This is an optimization exercise on Yosys and OpenROAD, whose aim is small area, a short achievable clock period and few clock cycles per item, not a production implementation.
The RTL was checked by simulation tests, not by an equivalence proof against the original design.
No driver is modelled on the clock port, so clock power and skew are understated where the tree is cut down; a real chip needs a root buffer or a tree.
Power is estimated from default activity; no workload was simulated.

## run A
==> flow/design.v (excerpt) <==
module automaton(
    input               clk,
    input               rst,
    input      [31:0]   rule,
    output reg [5:0]    row,
    output reg [5:0]    col,
    output reg          world_we,
    input               world_in,
    output reg          world_out,
    output reg          update_done);
Size in the first run: about 350 cells after synthesis, ~100 flip-flops, ~0.0043 sq mm of cells after synthesis.
Settings: LEC_CHECK=0, ABC_AREA=1, CAP_MARGIN=20, CORE_MARGIN=2, CORE_UTILIZATION=50, GPL_ROUTABILITY_DRIVEN=1, GPL_TIMING_DRIVEN=1, PLACE_DENSITY=0.6, SLEW_MARGIN=20, SYNTH_HIERARCHICAL=1; clock period 10.0 ns.
standard.sh (not shown) runs the stock make flow with config.mk's settings and CLKGATE_MAP_FILE= SYNTH_SCRIPT=/design/flow/synth_recipe.tcl, a recipe that flattens the netlist after the stock synthesis.
==> flow/flow/run.sh <==
#!/bin/bash
set -euo pipefail
bash standard.sh SYNTH_SCRIPT=$(pwd)/flow/synth_own.tcl SETUP_SLACK_MARGIN=7.25 BUFFER_PORTS_ARGS="-buffer_cell sky130_fd_sc_hd__buf_1" PRE_CTS_TCL=$(pwd)/flow/own_cts.tcl OWN_CTS_INV1=sky130_fd_sc_hd__inv_8 OWN_CTS_INV2=sky130_fd_sc_hd__inv_16 finish > standard.log 2>&1
==> flow/flow/own_cts.tcl <==
# Own clock tree, sourced as PRE_CTS_TCL. The clock port drives 4 clock
# buffers directly, and each buffer drives the clock pins of one group of
# flip-flops. With OWN_CTS_INV1 and OWN_CTS_INV2 set, each buffer is instead a
# pair of inverters: the port drives the first, the first drives only the
# second, and the second drives the group. The groups come from two cuts of
# the placed flip-flops: one across x or y, then one across each half the
# other way. The cut positions are searched so that the group with the
# largest estimated load (pin capacitance plus the wire of a minimum spanning
# tree) is as light as it can be. Every flip-flop is the same number of stages
# from the clock port.
# The tree is built in place of TritonCTS, that is after the CTS step's
# repair_clock_inverters (which would otherwise copy the inverters next to
# every flip-flop); the rest of the CTS step (legalisation, repair_timing)
# runs as usual.

# estimated load of a group in fF: 1.8 fF per clock pin, 0.12 fF per um of
# the minimum spanning tree over the pins (Prim)
proc own_cts_cost {pts} {
  set n [llength $pts]
  if {$n == 0} { return 0 }
  set xs [lmap p $pts {lindex $p 0}]
  set ys [lmap p $pts {lindex $p 1}]
  set in [lrepeat $n 0]
  set d [lrepeat $n 1e18]
  lset d 0 0
  set tot 0.0
  for {set k 0} {$k < $n} {incr k} {
    set best -1; set bd 1e18
    for {set i 0} {$i < $n} {incr i} {
      if {![lindex $in $i] && [lindex $d $i] < $bd} { set bd [lindex $d $i]; set best $i }
    }
    lset in $best 1
    set tot [expr {$tot + $bd}]
    set bx [lindex $xs $best]; set by [lindex $ys $best]
    for {set i 0} {$i < $n} {incr i} {
      if {![lindex $in $i]} {
        set dd [expr {abs([lindex $xs $i] - $bx) + abs([lindex $ys $i] - $by)}]
        if {$dd < [lindex $d $i]} { lset d $i $dd }
      }
    }
  }
  return [expr {1.8 * $n + 0.12 * $tot}]
}

# cut a list of {x y iterm} at fraction f along axis (0: x, 1: y)
proc own_cts_cut {pts axis f} {
  set pts [lsort -real -index $axis $pts]
  set k [expr {int(round([llength $pts] * $f))}]
  return [list [lrange $pts 0 [expr {$k - 1}]] [lrange $pts $k end]]
}

proc own_cts_build {} {
  set db [ord::get_db]
  set block [ord::get_db_block]
  set bufcell sky130_fd_sc_hd__clkbuf_16
  if {[info exists ::env(OWN_CTS_BUF)]} { set bufcell $::env(OWN_CTS_BUF) }
  set master [$db findMaster $bufcell]
  set inv1 ""
  if {[info exists ::env(OWN_CTS_INV1)] && [info exists ::env(OWN_CTS_INV2)]} {
    set inv1 [$db findMaster $::env(OWN_CTS_INV1)]
    set inv2 [$db findMaster $::env(OWN_CTS_INV2)]
  }
  set clknet [$block findNet clk]
  set dbu [$block getDbUnitsPerMicron]

  set sinks {}
  foreach it [$clknet getITerms] {
    set bb [[$it getInst] getBBox]
    set x [expr {([$bb xMin] + [$bb xMax]) / 2.0 / $dbu}]
    set y [expr {([$bb yMin] + [$bb yMax]) / 2.0 / $dbu}]
    lappend sinks [list $x $y $it]
  }
  puts "own_cts: [llength $sinks] clock sinks"

  set fracs {0.38 0.40 0.42 0.44 0.46 0.48 0.50 0.52 0.54 0.56 0.58 0.60 0.62}
  set best {}
  set bestcost 1e18
  foreach axis {0 1} {
    foreach f1 $fracs {
      set sub {}
      set worst 0
      foreach h [own_cts_cut $sinks $axis $f1] {
        set hb {}; set hc 1e18
        foreach f2 $fracs {
          set q [own_cts_cut $h [expr {1 - $axis}] $f2]
          set c [expr {max([own_cts_cost [lindex $q 0]], [own_cts_cost [lindex $q 1]])}]
          if {$c < $hc} { set hc $c; set hb $q }
        }
        lappend sub {*}$hb
        set worst [expr {max($worst, $hc)}]
      }
      if {$worst < $bestcost} { set bestcost $worst; set best $sub }
    }
  }
  puts "own_cts: worst estimated group load [format %.1f $bestcost] fF"

  set i 0
  foreach g $best {
    set sx 0.0; set sy 0.0
    foreach p $g { set sx [expr {$sx + [lindex $p 0]}]; set sy [expr {$sy + [lindex $p 1]}] }
    set cx [expr {int($sx / [llength $g] * $dbu)}]
    set cy [expr {int($sy / [llength $g] * $dbu)}]
    set net [odb::dbNet_create $block "clknet_own_$i"]
    $net setSigType CLOCK
    if {$inv1 eq ""} {
      set inst [odb::dbInst_create $block $master "clkbuf_own_$i"]
      [$inst findITerm A] connect $clknet
      [$inst findITerm X] connect $net
      set placed [list $inst]
    } else {
      set a [odb::dbInst_create $block $inv1 "clkinv_own_a$i"]
      set b [odb::dbInst_create $block $inv2 "clkinv_own_b$i"]
      set mid [odb::dbNet_create $block "clknet_own_m$i"]
      $mid setSigType CLOCK
      [$a findITerm A] connect $clknet
      [$a findITerm Y] connect $mid
      [$b findITerm A] connect $mid
      [$b findITerm Y] connect $net
      set placed [list $b $a]
    }
    foreach p $g {
      set it [lindex $p 2]
      $it disconnect
      $it connect $net
    }
    set dx 0
    foreach inst $placed {
      $inst setLocation [expr {$cx + $dx}] $cy
      $inst setPlacementStatus PLACED
      set dx [expr {$dx + [[$inst getMaster] getWidth]}]
    }
    puts "own_cts: group $i at ($cx, $cy): [llength $g] sinks, estimated [format %.1f [own_cts_cost $g]] fF"
    incr i
  }
}

# With OWN_OUTBUF set, the port buffers of the outputs (which start as buf_1,
# like those of the inputs) are swapped for that buffer before the tree is
# built; the CTS step's legalisation places them.
proc own_outbuf {} {
  if {![info exists ::env(OWN_OUTBUF)]} { return }
  set block [ord::get_db_block]
  set master [[ord::get_db] findMaster $::env(OWN_OUTBUF)]
  foreach bt [$block getBTerms] {
    if {[$bt getIoType] ne "OUTPUT"} { continue }
    set drv [[$bt getNet] getFirstOutput]
    if {$drv eq "NULL" || $drv eq ""} { continue }
    set inst [$drv getInst]
    if {[string match "*buf_1" [[$inst getMaster] getName]]} {
      $inst swapMaster $master
    }
  }
}

rename clock_tree_synthesis tritoncts_unused
proc clock_tree_synthesis {args} {
  own_outbuf
  own_cts_build
  puts "own_cts: clock tree built by own_cts.tcl, TritonCTS skipped"
  set_propagated_clock [all_clocks]
}
Other scripts of this flow, unchanged in this note and not shown: flow/flow/abc_own.script, flow/flow/synth_own.tcl
The flow did not stop early for run A: all stages ran, and the layout cleared the timing, design-rule and antenna checks.
Testbench counts of run A, summed over its fixed seeds: cycles 2,499,633, generations 384.
## Diff of input files: run B against run A
Settings: changing PLACE_DENSITY from 0.6 to 0.45; changing CORE_UTILIZATION from 50 to 40.
==> flow/flow/run.sh <==
#!/bin/bash
set -euo pipefail
bash standard.sh SYNTH_SCRIPT=$(pwd)/flow/synth_own.tcl SETUP_SLACK_MARGIN=7.25 BUFFER_PORTS_ARGS="-buffer_cell sky130_fd_sc_hd__buf_1" PRE_CTS_TCL=$(pwd)/flow/own_cts.tcl  finish > standard.log 2>&1
Results
Run B vs run A, sequential power share went up by 0.8 points.
Looking at the reports, run B completed the entire flow and the layout it produced met the timing, design-rule and antenna checks.
NOTE power run A->run B decreased slightly
Compared with run A, in run B post-route worst setup slack shows a reduction of 0.0079 ns, hold slack shows an increase of 0.0074 ns, clock period minus final worst setup slack shows an increase of 0.0079 ns, length of the first detailed-routing pass in iterations shows no meaningful change, met1 track demand over resource in global routing shows a reduction of 3.8 points.
Between run A and run B, the flow reports number of instances in the placed design increasing by a few percent.
Cells: run B has more instances than run A
Of run B and run A, the run reporting the lower synthesis-to-finish area growth was run A.
On share of synthesized registers carrying an async set or reset, run B and run A are basically level.
#### Input delta (run C over run B)
Settings: an added CELL_PAD_IN_SITES_DETAIL_PLACEMENT of 0; a change of PLACE_DENSITY from 0.45 to 0.7; a change of CORE_UTILIZATION from 40 to 58.
==> summary.txt <==
- Wire length on met2 (lower): run C
- Final area, run C and run B: higher on run B
- Run C: die area 30% below run B
- Compared with run B, run C is more frugal on power.
- Run C -> run B: relative contribution of combinational cells to total power flat
- Comparing run C and run B, the higher tightest slew margin relative to the limit is on run C.
- Delta (run C minus run B): HPWL reported at the end of detailed placement lower, signed area change from the synthesized netlist to the final layout lower, aggregate global-route resource usage higher.
- Of the two candidates, run B has the worse pre-CTS setup slack and run C the better one.
## Diff of input files: run D against run C
Settings: CELL_PAD_IN_SITES_DETAIL_PLACEMENT no longer set, was 0; CORE_UTILIZATION now 50, was 58; PLACE_DENSITY now 0.6, was 0.7.
==> summary.txt <==
Of the two values seen for worst setup path startpoint, row[5] was produced by run D and row[1] by run C.
On flip-flop and latch count, run C and run D are neck and neck.
Compared run D vs run C, and fraction of the core area covered by cells at the end of the flow is down in run D.
Comparing run C and run D, via count is higher on run C.
Looking at total wire length after detailed routing across run C and run D, the one that comes out lower is run C.
First-iteration DRC count: run D vs run C down 5
No run of this note takes its clock network from TritonCTS; it comes from the design's own scripts or RTL.

automaton again, from the RTL that the note above started with.
// automaton
module automaton(
    input               clk,
    input               rst,
    input      [31:0]   rule,
    output reg [5:0]    row,
    output reg [5:0]    col,
    output reg          world_we,
    input               world_in,
    output reg          world_out,
    output reg          update_done);
    reg [17:0] sr;          
    reg [63:0] st;          
    reg        c0, c1;      
    reg        halo;        
    reg        first;       
    wire       is_read = ~world_we;
    wire [2:0] s_ = row[5:3];
    wire [2:0] j_ = row[2:0];
    wire       rh = is_read & halo;             
    wire       rd = is_read & ~halo;            
    wire       col0  = (col == 6'd0);
    wire       col63 = (col == 6'd63);
    wire       j7 = (j_ == 3'd7);
    wire [2:0] sd = rh ? (col63 ? 3'd0 : 3'd7) : {2'b00, j7} + {2'b00, ~is_read & col63};
    wire [5:0] nr_row = {s_ + sd, rh ? j_ : j_ + 3'd1};
    wire [5:0] nr_col = col + {5'd0, ~rd};
    wire       nr_halo = ~rh & j7;
    wire       mW    = rd ? (col == 6'd1) : col0;              
    wire       j0    = rh | j7;                                
    wire       q     = (rd & col0) ? (s_ == 3'd0) : (s_ == 3'd7);
    wire       mN    = rh ? (s_ == 3'd1) : (j7 & q);           
    wire       mS    = ~rh & (j_ == 3'd6) & q;                 
    wire       tS = is_read ? sr[6]  : sr[7];
    wire       tC = is_read ? sr[7]  : sr[8];
    wire       tN = is_read ? sr[8]  : sr[9];
    wire       tW = is_read ? sr[16] : sr[17];
    wire       bN = (j0 ? st[63] : tN) & ~mN;
    wire       bW = tW & ~mW;
    wire       bS = tS & ~mS;
    wire       n0, n1;
    automaton_rule lut(.rule(rule), .sel(16'd1 << {bN, bW, tC, bS}),
                       .n0(n0), .n1(n1));
    wire       valid = ~halo & ~(first & col0);
    wire       ch0 = valid & (c0 ^ sr[8]);
    wire       ch1 = valid & ((col0 ? c0 : c1) ^ sr[8]);
    wire [5:0] wr_row = {col0 ? s_ - 3'd1 : s_, j_};
    wire       do_wr;
    wire [5:0] n_row, n_col;
    wire       n_halo;
    automaton_pick pick(.world_in(world_in), .ch0(ch0), .ch1(ch1),
                        .is_read(is_read),
                        .wr(rst ? 13'd0 : {wr_row, col - 6'd1, 1'b0}),
  ...
==> flow/config.mk <==
export PLATFORM = sky130hd
export DESIGN_NAME = automaton
export DESIGN_NICKNAME = automaton
export VERILOG_FILES = /design/flow/design.v
export SDC_FILE = /design/flow/constraint.sdc
export NUM_CORES = 8
export LEC_CHECK = 0
export ABC_AREA = 1
export CAP_MARGIN = 20
export CORE_MARGIN = 2
export CORE_UTILIZATION = 50
export GPL_ROUTABILITY_DRIVEN = 1
export GPL_TIMING_DRIVEN = 1
export PLACE_DENSITY = 0.6
export SLEW_MARGIN = 20
export SYNTH_HIERARCHICAL = 1
==> flow/constraint.sdc <==
create_clock -name core_clock -period 10.0 [get_ports {clk}]
set_input_delay 2.0000 -clock core_clock [delete_from_list [all_inputs] [get_ports {clk}]]
set_output_delay 2.0000 -clock core_clock [all_outputs]
set_load 0.01 [all_outputs]
==> flow/flow/run.sh <==
#!/bin/bash
set -euo pipefail
bash standard.sh SYNTH_SCRIPT=$(pwd)/flow/synth_own.tcl SETUP_SLACK_MARGIN=7.25 BUFFER_PORTS_ARGS="-buffer_cell sky130_fd_sc_hd__buf_1" PRE_CTS_TCL=$(pwd)/flow/own_cts.tcl OWN_ABC_PICK=speed finish > standard.log 2>&1
==> flow/flow/abc_own.script <==
strash
dch
map -a
mfs2
strash
dch
map -a
topo
stime -c
buffer -c
upsize -c
dnsize -c
==> flow/flow/synth_own.tcl <==
# The standard synthesis script (synth_recipe.tcl), with one change to the
# ABC mapping: the top module and the rule lookup are mapped with
# abc_own.script (beside this file: map -a and mfs2, for area), and the module
# that carries the late inputs world_in and rst (automaton_pick) with ORFS's
# own script (abc_area.script, or abc_speed.script with OWN_ABC_PICK=speed).
# Registers, their names and their cell types are the standard synthesis's.
set own_abc_script [file normalize [file join [file dirname [info script]] abc_own.script]]
proc synth {args} { yosys synth -nofsm -noshare {*}$args }
proc abc {args} {
  set i [lsearch -exact $args -script]
  if {$i < 0} { yosys abc {*}$args; return }
  set own $args
  lset own [expr {$i + 1}] $::own_abc_script
  yosys abc {*}$own automaton automaton_rule
  set late $args
  if {[info exists ::env(OWN_ABC_PICK)] && $::env(OWN_ABC_PICK) eq "speed"} {
    lset late [expr {$i + 1}] $::env(SCRIPTS_DIR)/abc_speed.script
  }
  yosys abc {*}$late automaton_pick
}
source $::env(SCRIPTS_DIR)/synth.tcl
# left out here: clear keep_hierarchy, flatten, clean up, hide names made inside functions, write 1_2_yosys.v
Scripts as last shown in full above: flow/flow/own_cts.tcl
Testbench counts at the start, summed over its fixed seeds: cycles 2,499,633, generations 384.
==> next run, changes <==
==> flow/flow/run.sh (replaced) <==
#!/bin/bash
set -euo pipefail
bash standard.sh SYNTH_SCRIPT=$(pwd)/flow/synth_own.tcl SETUP_SLACK_MARGIN=7.2 BUFFER_PORTS_ARGS="-buffer_cell sky130_fd_sc_hd__buf_1" PRE_CTS_TCL=$(pwd)/flow/own_cts.tcl  finish > standard.log 2>&1
==> flow/flow/synth_own.tcl (replaced) <==
# The standard synthesis script (synth_recipe.tcl), with one change: ABC
# maps the top module with abc_own.script (beside this file: map -a and mfs2,
# for area) and the two small modules that carry the late inputs (rule and
# world_in) with ORFS's own script. Registers, their names and their cell
# types are the standard synthesis's.
set own_abc_script [file normalize [file join [file dirname [info script]] abc_own.script]]
proc synth {args} { yosys synth -nofsm -noshare {*}$args }
proc abc {args} {
  set i [lsearch -exact $args -script]
  if {$i < 0} { yosys abc {*}$args; return }
  set late {automaton_pick}
  set own $args
  lset own [expr {$i + 1}] $::own_abc_script
  yosys abc {*}$own automaton automaton_rule
  yosys abc {*}$args {*}$late
}
source $::env(SCRIPTS_DIR)/synth.tcl
# left out here: clear keep_hierarchy, flatten, clean up, hide names made inside functions, write 1_2_yosys.v
Effect: Register-to-register slack gets better by 0.07 ns. Utilization is lower by 1.8 points. Critical path depth is lower by 3. Via count is higher by 3.0%. Area after synthesis is higher by about 0.44%. Clock power barely changes. Total power is lower by 8.1%. Flip-flop and latch count does not change.
In every run of this note, the design's own scripts or RTL, not TritonCTS, make the clock network.

==> afterwards: timing with drivers on the ports <==
How much do the figures lean on ideal ports? The routed layouts below were timed once more, with nothing changed but the port constraints.
Step 1 assumes that a clkbuf_16 drives the clock port and a buf_2 every other input.
Step 2, shift: input delay + t, output delay - t, t = (earliest + latest rising clock arrival at the registers) / 2. This alone moves slack from input paths to output paths.
Slacks: ideal ports / drivers / drivers and shift; pairs: ideal ports / drivers.
run	t, ns	slack for setup (ns)	worst setup path after step 2	latest minus earliest clock arrival (ns)	worst register clock-pin slew, ns
run A	0.219	7.300 / 7.185 / 7.200	input to register	0.011 / 0.012	0.08 / 0.08
run B	0.228	7.292 / 7.218 / 7.176	input to register	0.012 / 0.012	0.10 / 0.10
run C	0.226	7.286 / 7.212 / 7.164	input to register	0.014 / 0.013	0.10 / 0.10
run D	0.232	7.280 / 7.203 / 7.190	input to register	0.014 / 0.014	0.10 / 0.10
the first run of note 2	0.233	7.154 / 7.179 / 6.957	input to register	0.011 / 0.011	0.10 / 0.10
the second run of note 2	0.224	7.236 / 7.165 / 7.113	input to register	0.012 / 0.011	0.10 / 0.10
After both steps every run listed still meets setup and hold. For the first run of note 2, which loses most, drivers alone change the setup slack by +0.025 ns; drivers and shift together by -0.197 ns.
